From an optimization exercise on the open Yosys and OpenROAD flow, aimed at small area, a short achievable clock period and few clock cycles per item; shortcuts taken in it are not production practice. Where RTL was checked, it was by simulation tests only, not by an equivalence proof against the original. Power and IR drop assume default switching activity.

## onyx
## booth_multiplier
module booth_multiplier(clk, reset_n, multiplier, multiplicand, op_start, op_clear, op_done, result);
	input clk, reset_n;
	input [63:0] multiplier;
	input [63:0] multiplicand;
	input op_start, op_clear;
	output op_done;
	output [127:0] result;
	localparam IDLE = 2'd0, BUSY = 2'd1, DONE = 2'd2;
	reg [1:0] state;
	reg [3:0] cnt;
	reg op_done;
	reg [63:0] lo;              
	reg [64:0] acc_s, acc_c;    
	reg [7:0]  pend_s, pend_c;  
	reg        cin;             
	reg [3:0]  sel1, sel2, neg;  
	wire [8:0] win_ld = {multiplier[7:0], 1'b0};
	wire [8:0] win_nx = lo[15:7];
	wire [8:0] win = (state == IDLE) ? win_ld : win_nx;
	wire [3:0] e1, e2, en;
	genvar t;
	generate
		for (t = 0; t < 4; t = t + 1) begin : g_enc
			wire b0 = win[2*t];
			wire b1 = win[2*t+1];
			wire b2 = win[2*t+2];
			assign e1[t] = b1 ^ b0;
			assign e2[t] = (b2 & ~b1 & ~b0) | (~b2 & b1 & b0);
			assign en[t] = b2 & ~(b1 & b0);
		end
	endgenerate
	wire [63:0] nvec;
	generate
		for (t = 0; t < 32; t = t + 1) begin : g_neg
			wire xm1 = (t == 0) ? 1'b0 : multiplier[2*t-1];
			assign nvec[2*t] = multiplier[2*t+1] & ~(multiplier[2*t] & xm1);
			assign nvec[2*t+1] = 1'b0;
		end
	endgenerate
	wire [64:0] pat [0:3];
	generate
		for (t = 0; t < 4; t = t + 1) begin : g_row
			wire [64:0] mag = ({65{sel1[t]}} & {multiplicand[63], multiplicand}) | ({65{sel2[t]}} & {multiplicand, 1'b0});
			assign pat[t] = mag ^ {65{neg[t]}};
		end
	endgenerate
	wire [72:0] l3_s, l3_c;
	csa_tree u_tree(.as(acc_s), .ac(acc_c), .p0(pat[0]), .p1(pat[1]), .p2(pat[2]), .p3(pat[3]), .s(l3_s), .c(l3_c));
	wire [72:0] sum = {acc_s[64:0], pend_s} + {acc_c[64:0], pend_c} + {72'b0, cin};
	wire c8 = sum[8] ^ acc_s[0] ^ acc_c[0];
	wire idle = (state == IDLE);
	wire step = (state == BUSY) & ~cnt[3];
	wire fin = (state == BUSY) & cnt[3];
	always @(posedge clk or negedge reset_n) begin
		if (!reset_n) begin
  ...
clock: 6.0 ns
lec_check: 0
cap_margin: 20
core_margin: 2
core_utilization: 40
cts_cluster_diameter: 70
cts_cluster_size: 24
setup_slack_margin: 3.0
slew_margin: 20
synth_hierarchical: 1
tns_end_percent: 5
standard.sh (not shown) runs the stock make flow with config.mk's settings and CLKGATE_MAP_FILE= SYNTH_SCRIPT=/design/flow/synth_recipe.tcl, a recipe that flattens the netlist after the stock synthesis.
==> flow/flow/run.sh <==
#!/bin/bash
# Standard ORFS layout, with the port buffers made of the smallest buffer cell.
set -euo pipefail
cd "$(dirname "$0")/.."
bash standard.sh 'BUFFER_PORTS_ARGS=-buffer_cell sky130_fd_sc_hd__buf_1' finish > standard_flow.log 2>&1
onyx finished all stages; the layout is clean.
Testbench counts of onyx, summed over its fixed seeds: cycles 5,632, items 512.
For pepper, these inputs were changed with respect to onyx:
Settings: PLACE_DENSITY now 0.8, previously not set; CTS_CLUSTER_DIAMETER no longer set, was 70; CTS_CLUSTER_SIZE no longer set, was 24; SETUP_SLACK_MARGIN now 3.2, was 3.0.
[summary]
- For pepper, the launching instance or port of the critical path was pend_s[0], unlike onyx, where it was multiplicand[60].
- Delta (pepper minus onyx): power after layout climbed about 0.65%, number of setup buffers added after CTS saw a decrease, clock power +about 7%.
- Looking at end point of the critical path, the acc_s[34] result is from pepper; the acc_s[56] one comes from onyx.


== wip/indigo ==
Starting RTL as in the previous note.
Settings: LEC_CHECK=0, CAP_MARGIN=20, CORE_MARGIN=2, CORE_UTILIZATION=40, SETUP_SLACK_MARGIN=3.2, SLEW_MARGIN=20, SYNTH_HIERARCHICAL=1, TNS_END_PERCENT=0; clock period 6.0 ns.
Scripts as last shown in full above: flow/flow/run.sh
Testbench counts of wip/indigo, summed over its fixed seeds: cycles 5,632, items 512.
> inputs changed (wip/indigo -> wip/violet)
Settings: swapping 40 for 55 in CORE_UTILIZATION; swapping 0 for 5 in TNS_END_PERCENT.
--- outcome ---
wip/violet: done, clean on timing, DRC and antenna
Shortest clock period the worst path allows after layout: lower on wip/violet
Comparing wip/violet against wip/indigo, there is no change at all in count of multi-input combinational gates.
wip/indigo -> wip/violet: first-pass GRT wire length flat
Design area: wip/violet > wip/indigo
Modified inputs, wip/maple compared to wip/violet
Settings: CORE_UTILIZATION now 40, was 55.
==> flow/flow/run.sh <==
#!/bin/bash
# Standard ORFS layout, with the port buffers made of the smallest buffer
# cell and timing repair free to resize cells across footprints.
set -euo pipefail
cd "$(dirname "$0")/.."
bash standard.sh 'BUFFER_PORTS_ARGS=-buffer_cell sky130_fd_sc_hd__buf_1' MATCH_CELL_FOOTPRINT=0 finish > standard_flow.log 2>&1
### Flow results
wip/maple: done, clean on timing, DRC and antenna
wip/violet → wip/maple: sequential fraction of total cell area now smaller, total clock buffers created by CTS rose by 1, die outline area climbed 16000 sq um.
wip/maple falls short of wip/violet in cell area.
Worst setup slack for register-to-register paths of wip/violet is on par with wip/maple.
wip/violet has lower final wirelength than wip/maple.
Side by side, layout-stage area growth over the synthesis result turned out higher in wip/maple than in wip/violet.
The inputs of wip/cedar differ from those of wip/maple as listed below.
Settings: setting ABC_AREA to 1 for the first time; changing SETUP_SLACK_MARGIN from 3.2 to 3.4; changing TNS_END_PERCENT from 5 to 20.
==> flow/flow/run.sh <==
#!/bin/bash
# Standard ORFS layout, with the port buffers made of the smallest buffer cell.
set -euo pipefail
cd "$(dirname "$0")/.."
bash standard.sh 'BUFFER_PORTS_ARGS=-buffer_cell sky130_fd_sc_hd__buf_1' finish > standard_flow.log 2>&1
==> notes.md <==
wip/cedar: done, clean on timing, DRC and antenna. Total die area deteriorates in wip/cedar relative to wip/maple. wip/cedar ends up with lower met3 usage in global routing than wip/maple does. Comparing wip/cedar against wip/maple, there is no change at all in antenna violation net count after detailed routing. [compare] base=wip/maple new=wip/cedar: post-synthesis register bit count flat; maximum frequency down 0.36%. [compare] base=wip/maple new=wip/cedar: global-route wire length before repair increased by 17000 um relative to the old numbers; maximum number of pins on one net before global-route repair increased by 7.4% relative to the old numbers; aggregate routed wire length increased by about 13% relative to the old numbers.


== build 84 ==
Starting RTL as in the previous note.
Settings: LEC_CHECK=0, CAP_MARGIN=20, CORE_MARGIN=2, CORE_UTILIZATION=50, GPL_ROUTABILITY_DRIVEN=0, PLACE_DENSITY=0.7, SETUP_SLACK_MARGIN=3.2, SLEW_MARGIN=20, SYNTH_HIERARCHICAL=1, TNS_END_PERCENT=5; clock period 6.0 ns.
==> flow/flow/run.sh <==
#!/bin/bash
# Standard ORFS layout, with the port buffers made of the smallest buffer cell.
set -euo pipefail
cd "$(dirname "$0")/.."
bash standard.sh 'BUFFER_PORTS_ARGS=-buffer_cell sky130_fd_sc_hd__buf_1' finish > standard_flow.log 2>&1
Testbench counts of build 84, summed over its fixed seeds: cycles 5,632, items 512.
What build 42 does differently from build 84 at the input level:
-- flow/config.mk --
<<< build 84, line 9
export CORE_MARGIN = 2
export CORE_UTILIZATION = 50
export GPL_ROUTABILITY_DRIVEN = 0
export PLACE_DENSITY = 0.7
export SETUP_SLACK_MARGIN = 3.2
>>> build 42, line 9
export CORE_MARGIN = 2
export CORE_UTILIZATION = 40
export CTS_CLUSTER_DIAMETER = 70
export CTS_CLUSTER_SIZE = 24
export SETUP_SLACK_MARGIN = 3.2
- Summary — number of well-tap cells placed, build 42 relative to build 84: higher, by about 26%.
- Of the two values seen for critical path launch point, acc_s[12]$_SDFFE_PP0P_ was produced by build 84 and multiplicand[60] by build 42.
- Compared with build 84, in build 42 cell area up 0.68%; non-clock buffer count went up; worst setup slack rose 69 ps.
- Build 84 ended up with dfxtp_1 as its worst-path cell with the longest stage delay; build 42 ended up with fa_1.
- Build 42 reports a higher fraction of cell area in non-clock buffers than build 84 does.
- Of build 42 and build 84, it is build 42 that has the higher wire length.
- Of build 84 and build 42, the run reporting the lower final hold slack was build 84.
- In build 42, the worst slew slack as a fraction of its limit came out 0.39 points below the value in build 84.
- In the tables for build 84 and build 42, net switching power figure reads higher with build 84.
- Signed area change from the synthesized netlist to the final layout, build 84 and build 42: higher on build 42
[inputs] build 80 vs build 42
-- flow/config.mk --
<<< build 42, line 7
export LEC_CHECK = 0
export CAP_MARGIN = 20
>>> build 80, line 7
export LEC_CHECK = 0
export ABC_AREA = 1
export CAP_MARGIN = 20
<<< build 42, line 10
export CORE_UTILIZATION = 40
export CTS_CLUSTER_DIAMETER = 70
export CTS_CLUSTER_SIZE = 24
export SETUP_SLACK_MARGIN = 3.2
>>> build 80, line 11
export CORE_UTILIZATION = 40
export SETUP_SLACK_MARGIN = 3.2
--- outcome ---
Area used by multi-input combinational logic, build 80 and build 42: smaller value in build 42. Against build 42, build 80 comes in 19% higher on via count. The highest-delay cell along the critical path comes out fa_1 in one run and fa_2 in the other, namely in build 42 and build 80 respectively. Re pre-CTS worst setup slack: build 80 is 53 ps up on build 42.
[inputs] build 51 vs build 80
-- flow/config.mk --
<<< build 80, line 7
export LEC_CHECK = 0
export ABC_AREA = 1
export CAP_MARGIN = 20
>>> build 51, line 7
export LEC_CHECK = 0
export CAP_MARGIN = 20
==> comparison <==
- Build 51 finished end to end and its layout was clean on timing, DRC and antenna.
- From build 80 to build 51 the numbers moved as follows: layout cell share with drive strength beyond 1 went down, sequential share of layout area went up.
- Going from build 80 to build 51, post-place setup slack shows a reduction of 53 ps, share of total power in the clock network shows an increase of 3.3 points.
- Between build 51 and build 80, the first-iteration DRC count is lower for build 51.
- On total power, the lower figure sits with build 51, not build 80.


booth_multiplier, a different RTL version from the one above (not shown whole).
Size: about 260 I/O pins, ~0.026 sq mm of cells after synthesis.
Settings: LEC_CHECK=0, CAP_MARGIN=20, CORE_MARGIN=2, CORE_UTILIZATION=40, CTS_BUF_LIST=sky130_fd_sc_hd__clkbuf_4 sky130_fd_sc_hd__clkbuf_8, SLEW_MARGIN=20; clock period 6.0 ns.
Scripts as last shown in full above: flow/flow/run.sh
The first run went through all stages and came out clean.
Then changed:
==> flow/run.sh (new file) <==
#!/bin/bash
# synth_recipe.tcl (not shown) runs the flow's synth.tcl, then flattens the netlist and writes it again
# the make line also repeats each setting of config.mk as NAME=value (left out here)
make -C /OpenROAD-flow-scripts/flow DESIGN_CONFIG=/design/flow/config.mk WORK_HOME=/design/flow/orfs CLKGATE_MAP_FILE= SYNTH_SCRIPT=/design/flow/synth_recipe.tcl finish
- CTS_BUF_LIST: sky130_fd_sc_hd__clkbuf_4 sky130_fd_sc_hd__clkbuf_8 -> unset
removed: flow/flow/run.sh
removed: flow/standard.sh
The new run went through all stages and came out clean.
Via count drops slightly.
Power climbs by a few percent.
First-iteration DRC count drops by about a fifth.
Worst setup slack gets better by 0.067 ns.
Global-route usage climbs by 0.41 points.
Hold slack gets worse by 0.0098 ns.
Synthesized area does not change.
Routed wire length hardly moves.
Then changed:
==> flow/flow/run.sh (new file) <==
#!/bin/bash
# Standard ORFS layout, with the port buffers made of the smallest buffer cell.
set -euo pipefail
cd "$(dirname "$0")/.."
bash standard.sh 'BUFFER_PORTS_ARGS=-buffer_cell sky130_fd_sc_hd__buf_1' finish > standard_flow.log 2>&1
==> flow/standard.sh (new file) <==
#!/bin/bash
# synth_recipe.tcl (not shown) runs the flow's synth.tcl, then flattens the netlist and writes it again
# the make line also repeats each setting of config.mk as NAME=value (left out here)
make -C /OpenROAD-flow-scripts/flow DESIGN_CONFIG=/design/flow/config.mk WORK_HOME=/design/flow/orfs CLKGATE_MAP_FILE= SYNTH_SCRIPT=/design/flow/synth_recipe.tcl "${@:-finish}"
- SETUP_SLACK_MARGIN: unset -> 3.6
- TNS_END_PERCENT: unset -> 5
removed: flow/run.sh
Effect: Setup slack improves by 0.73 ns. Area after synthesis does not change. Cell area increases by a few percent. Clock power went down slightly. Non-clock buffer count came out higher by 102. Clock-buffer cell count goes down by 5. Hold slack improved by 0.024 ns.
Then changed:
- SETUP_SLACK_MARGIN: 3.6 -> 2.8
=> Clock power stays flat; non-clock buffer count went down by 50; power went down by 5.5%; utilization went down by 2.8 points; wire length went down by 7.1%; cell count went down by 1.4%; global-route usage went down by 1.8 points.
Then changed:
- SETUP_SLACK_MARGIN: 2.8 -> 3.2
=>
- maximum frequency went up by about 3.3%
- die area is unchanged
- setup slack gains 0.10 ns
- via count rises by 0.35%
- flip-flop and latch count stays the same
- clock-buffer cell count climbs by 6
- combinational power rose by about 3%
Function was not checked in any run of this note: the RTL went through the layout flow alone.


booth_multiplier with an RTL version that a note above also has.
Size: roughly 23000 µm² of cells after synthesis.
// booth_multiplier
module booth_multiplier(clk, reset_n, multiplier, multiplicand, op_start, op_clear, op_done, result);
	input clk, reset_n;
	input [63:0] multiplier;
	input [63:0] multiplicand;
	input op_start, op_clear;
	output op_done;
	output [127:0] result;
	localparam IDLE = 2'd0, BUSY = 2'd1, DONE = 2'd2;
	reg [1:0] state;
	reg [3:0] cnt;
	reg op_done;
	reg [63:0] lo;              
	reg [64:0] acc_s, acc_c;    
	reg [7:0]  pend_s, pend_c;  
	reg        cin;             
	reg [3:0]  sel1, sel2, neg;  
	wire [8:0] win_ld = {multiplier[7:0], 1'b0};
	wire [8:0] win_nx = lo[15:7];
	wire [8:0] win = (state == IDLE) ? win_ld : win_nx;
	wire [3:0] e1, e2, en;
	genvar t;
	generate
		for (t = 0; t < 4; t = t + 1) begin : g_enc
			wire b0 = win[2*t];
			wire b1 = win[2*t+1];
			wire b2 = win[2*t+2];
			assign e1[t] = b1 ^ b0;
			assign e2[t] = (b2 & ~b1 & ~b0) | (~b2 & b1 & b0);
			assign en[t] = b2 & ~(b1 & b0);
		end
	endgenerate
	wire [63:0] nvec;
	generate
		for (t = 0; t < 32; t = t + 1) begin : g_neg
			wire xm1 = (t == 0) ? 1'b0 : multiplier[2*t-1];
			assign nvec[2*t] = multiplier[2*t+1] & ~(multiplier[2*t] & xm1);
			assign nvec[2*t+1] = 1'b0;
		end
	endgenerate
	wire [64:0] pat [0:3];
	generate
		for (t = 0; t < 4; t = t + 1) begin : g_row
			wire [64:0] mag = ({65{sel1[t]}} & {multiplicand[63], multiplicand}) | ({65{sel2[t]}} & {multiplicand, 1'b0});
			assign pat[t] = mag ^ {65{neg[t]}};
		end
	endgenerate
	wire [72:0] l3_s, l3_c;
	csa_tree u_tree(.as(acc_s), .ac(acc_c), .p0(pat[0]), .p1(pat[1]), .p2(pat[2]), .p3(pat[3]), .s(l3_s), .c(l3_c));
	wire [72:0] sum = {acc_s[64:0], pend_s} + {acc_c[64:0], pend_c} + {72'b0, cin};
	wire c8 = sum[8] ^ acc_s[0] ^ acc_c[0];
	wire idle = (state == IDLE);
	wire step = (state == BUSY) & ~cnt[3];
	wire fin = (state == BUSY) & cnt[3];
	always @(posedge clk or negedge reset_n) begin
		if (!reset_n) begin
			state <= IDLE;
			cnt <= 4'd0;
			op_done <= 1'b0;
		end else if (op_clear) begin
			state <= IDLE;
			op_done <= 1'b0;
		end else begin
			case (state)
				IDLE: if (op_start) begin state <= BUSY; cnt <= 4'd0; end
				BUSY: begin
					cnt <= cnt + 4'd1;
					if (cnt[3]) begin state <= DONE; op_done <= 1'b1; end
				end
				default: ;
			endcase
		end
	end
	always @(posedge clk) begin
		sel1 <= e1;
		sel2 <= e2;
		neg <= en;
		if (idle) begin
			acc_c <= {1'b0, nvec};
			pend_s <= 8'b0;
			pend_c <= 8'b0;
			cin <= 1'b0;
  ...
Settings: LEC_CHECK=0, CAP_MARGIN=20, CORE_MARGIN=2, CORE_UTILIZATION=40, SETUP_SLACK_MARGIN=3.3, SLEW_MARGIN=20, SYNTH_HIERARCHICAL=1, TNS_END_PERCENT=20; clock period 6.0 ns.
==> flow/flow/run.sh <==
#!/bin/bash
# Standard ORFS layout, with the port buffers made of the smallest buffer cell.
set -euo pipefail
cd "$(dirname "$0")/.."
bash standard.sh 'BUFFER_PORTS_ARGS=-buffer_cell sky130_fd_sc_hd__buf_1' finish > standard_flow.log 2>&1
Testbench counts at the start, summed over its fixed seeds: cycles 5,632, items 512.
Rerun with:
--- a/flow/config.mk
+++ b/flow/config.mk
@@ -10,2 +10,2 @@
-export CORE_UTILIZATION = 40
-export SETUP_SLACK_MARGIN = 3.3
+export CORE_UTILIZATION = 45
+export SETUP_SLACK_MARGIN = 3.2
@@ -14 +14 @@
-export TNS_END_PERCENT = 20
+export TNS_END_PERCENT = 10
What happened: Power fell by 2.2%; design area fell by 3.8%; routed wire length fell by 7.8%; worst setup slack degrades by 0.059 ns; sequential power rose by about 3%; maximum frequency fell by 1.8%; first-iteration DRC count rose by 5.4%; register-to-register slack degrades by 0.06 ns.
Rerun with:
--- a/flow/config.mk
+++ b/flow/config.mk
@@ -10,2 +10,2 @@
-export CORE_UTILIZATION = 45
-export SETUP_SLACK_MARGIN = 3.2
+export CORE_UTILIZATION = 40
+export SETUP_SLACK_MARGIN = 3.1
@@ -14 +14 @@
-export TNS_END_PERCENT = 10
+export TNS_END_PERCENT = 5
Effect: Setup slack improved by 0.083 ns. Power went down by a few percent. Final cell count went up slightly. Design area went down by a few percent. Clock skew went down by 0.0056 ns. Critical path depth went down by 10. Die area went up by roughly a tenth. Count of clock-buffer cells in the layout went down by 10. Worst hold slack barely changes. Sequential share of layout area went up by 0.68 points.
Rerun with:
--- a/flow/config.mk
+++ b/flow/config.mk
@@ -11 +11 @@
-export SETUP_SLACK_MARGIN = 3.1
+export SETUP_SLACK_MARGIN = 3.35
Effect: The changed run ran to the end with no violations; design area is about the same; sequential power is about the same; final cell count is about the same; total power barely changes; wire length barely changes; sequential cell count does not change; via count hardly moves.

static timing again, ports no longer ideal:
How much do the figures lean on ideal ports? The routed layouts below were timed once more, with nothing changed but the port constraints.
Step 1 sets driving cells, clkbuf_16 on the clock port and buf_2 on the other inputs (assumed; they add their load-dependent delay and slew).
Step 2, shift: input delay + t, output delay - t, t = (earliest + latest rising clock arrival at the registers) / 2. This alone moves slack from input paths to output paths.
Slacks: ideal / step 1 / step 2; pairs: ideal / step 1.
run	t (ns)	setup slack, ns	worst hold slack (ns)	latest minus earliest clock arrival (ns)	pins driven straight from the clock port
onyx	0.628	2.813 / 2.822 / 2.203	0.512 / 0.512 / 0.512	0.039 / 0.040	1
pepper	0.630	2.741 / 2.741 / 2.148	0.509 / 0.509 / 0.509	0.018 / 0.018	1
wip/indigo	0.646	2.697 / 2.718 / 2.072	0.490 / 0.458 / 0.499	0.014 / 0.014	1
wip/violet	0.617	2.766 / 2.802 / 2.186	0.524 / 0.512 / 0.524	0.017 / 0.017	1
wip/maple	0.619	2.760 / 2.786 / 2.167	0.503 / 0.503 / 0.503	0.029 / 0.029	1
wip/cedar	0.647	2.748 / 2.763 / 2.118	0.463 / 0.463 / 0.463	0.067 / 0.067	1
build 84	0.637	2.742 / 2.742 / 2.149	0.504 / 0.469 / 0.509	0.018 / 0.017	1
build 42	0.628	2.811 / 2.821 / 2.202	0.511 / 0.511 / 0.511	0.039 / 0.038	1
build 80	0.647	2.821 / 2.841 / 2.194	0.464 / 0.464 / 0.464	0.031 / 0.031	1
build 51	0.635	2.820 / 2.840 / 2.205	0.511 / 0.511 / 0.511	0.015 / 0.015	1
the first run of note 4	0.714	1.971 / 1.971 / 1.971	0.481 / 0.501 / 0.501	0.056 / 0.057	1
the second run of note 4	0.633	2.037 / 2.037 / 2.037	0.471 / 0.471 / 0.471	0.021 / 0.021	1
the third run of note 4	0.645	2.770 / 2.770 / 2.770	0.495 / 0.467 / 0.495	0.025 / 0.025	1
the fourth run of note 4	0.644	2.763 / 2.763 / 2.763	0.493 / 0.493 / 0.493	0.039 / 0.040	1
the fifth run of note 4	0.629	2.866 / 2.866 / 2.866	0.475 / 0.475 / 0.475	0.031 / 0.031	1
the first run of note 5	0.653	2.796 / 2.796 / 2.292	0.496 / 0.496 / 0.496	0.022 / 0.022	1
the second run of note 5	0.652	2.737 / 2.737 / 2.236	0.510 / 0.510 / 0.510	0.021 / 0.022	1
the third run of note 5	0.635	2.820 / 2.840 / 2.205	0.511 / 0.511 / 0.511	0.015 / 0.015	1
the fourth run of note 5	0.635	2.820 / 2.820 / 2.222	0.509 / 0.509 / 0.509	0.014 / 0.014	1
After both steps every run listed still meets setup and hold. The setup slack of wip/cedar, which loses most, moves by +0.015 ns with the drivers and by -0.630 ns with both steps.
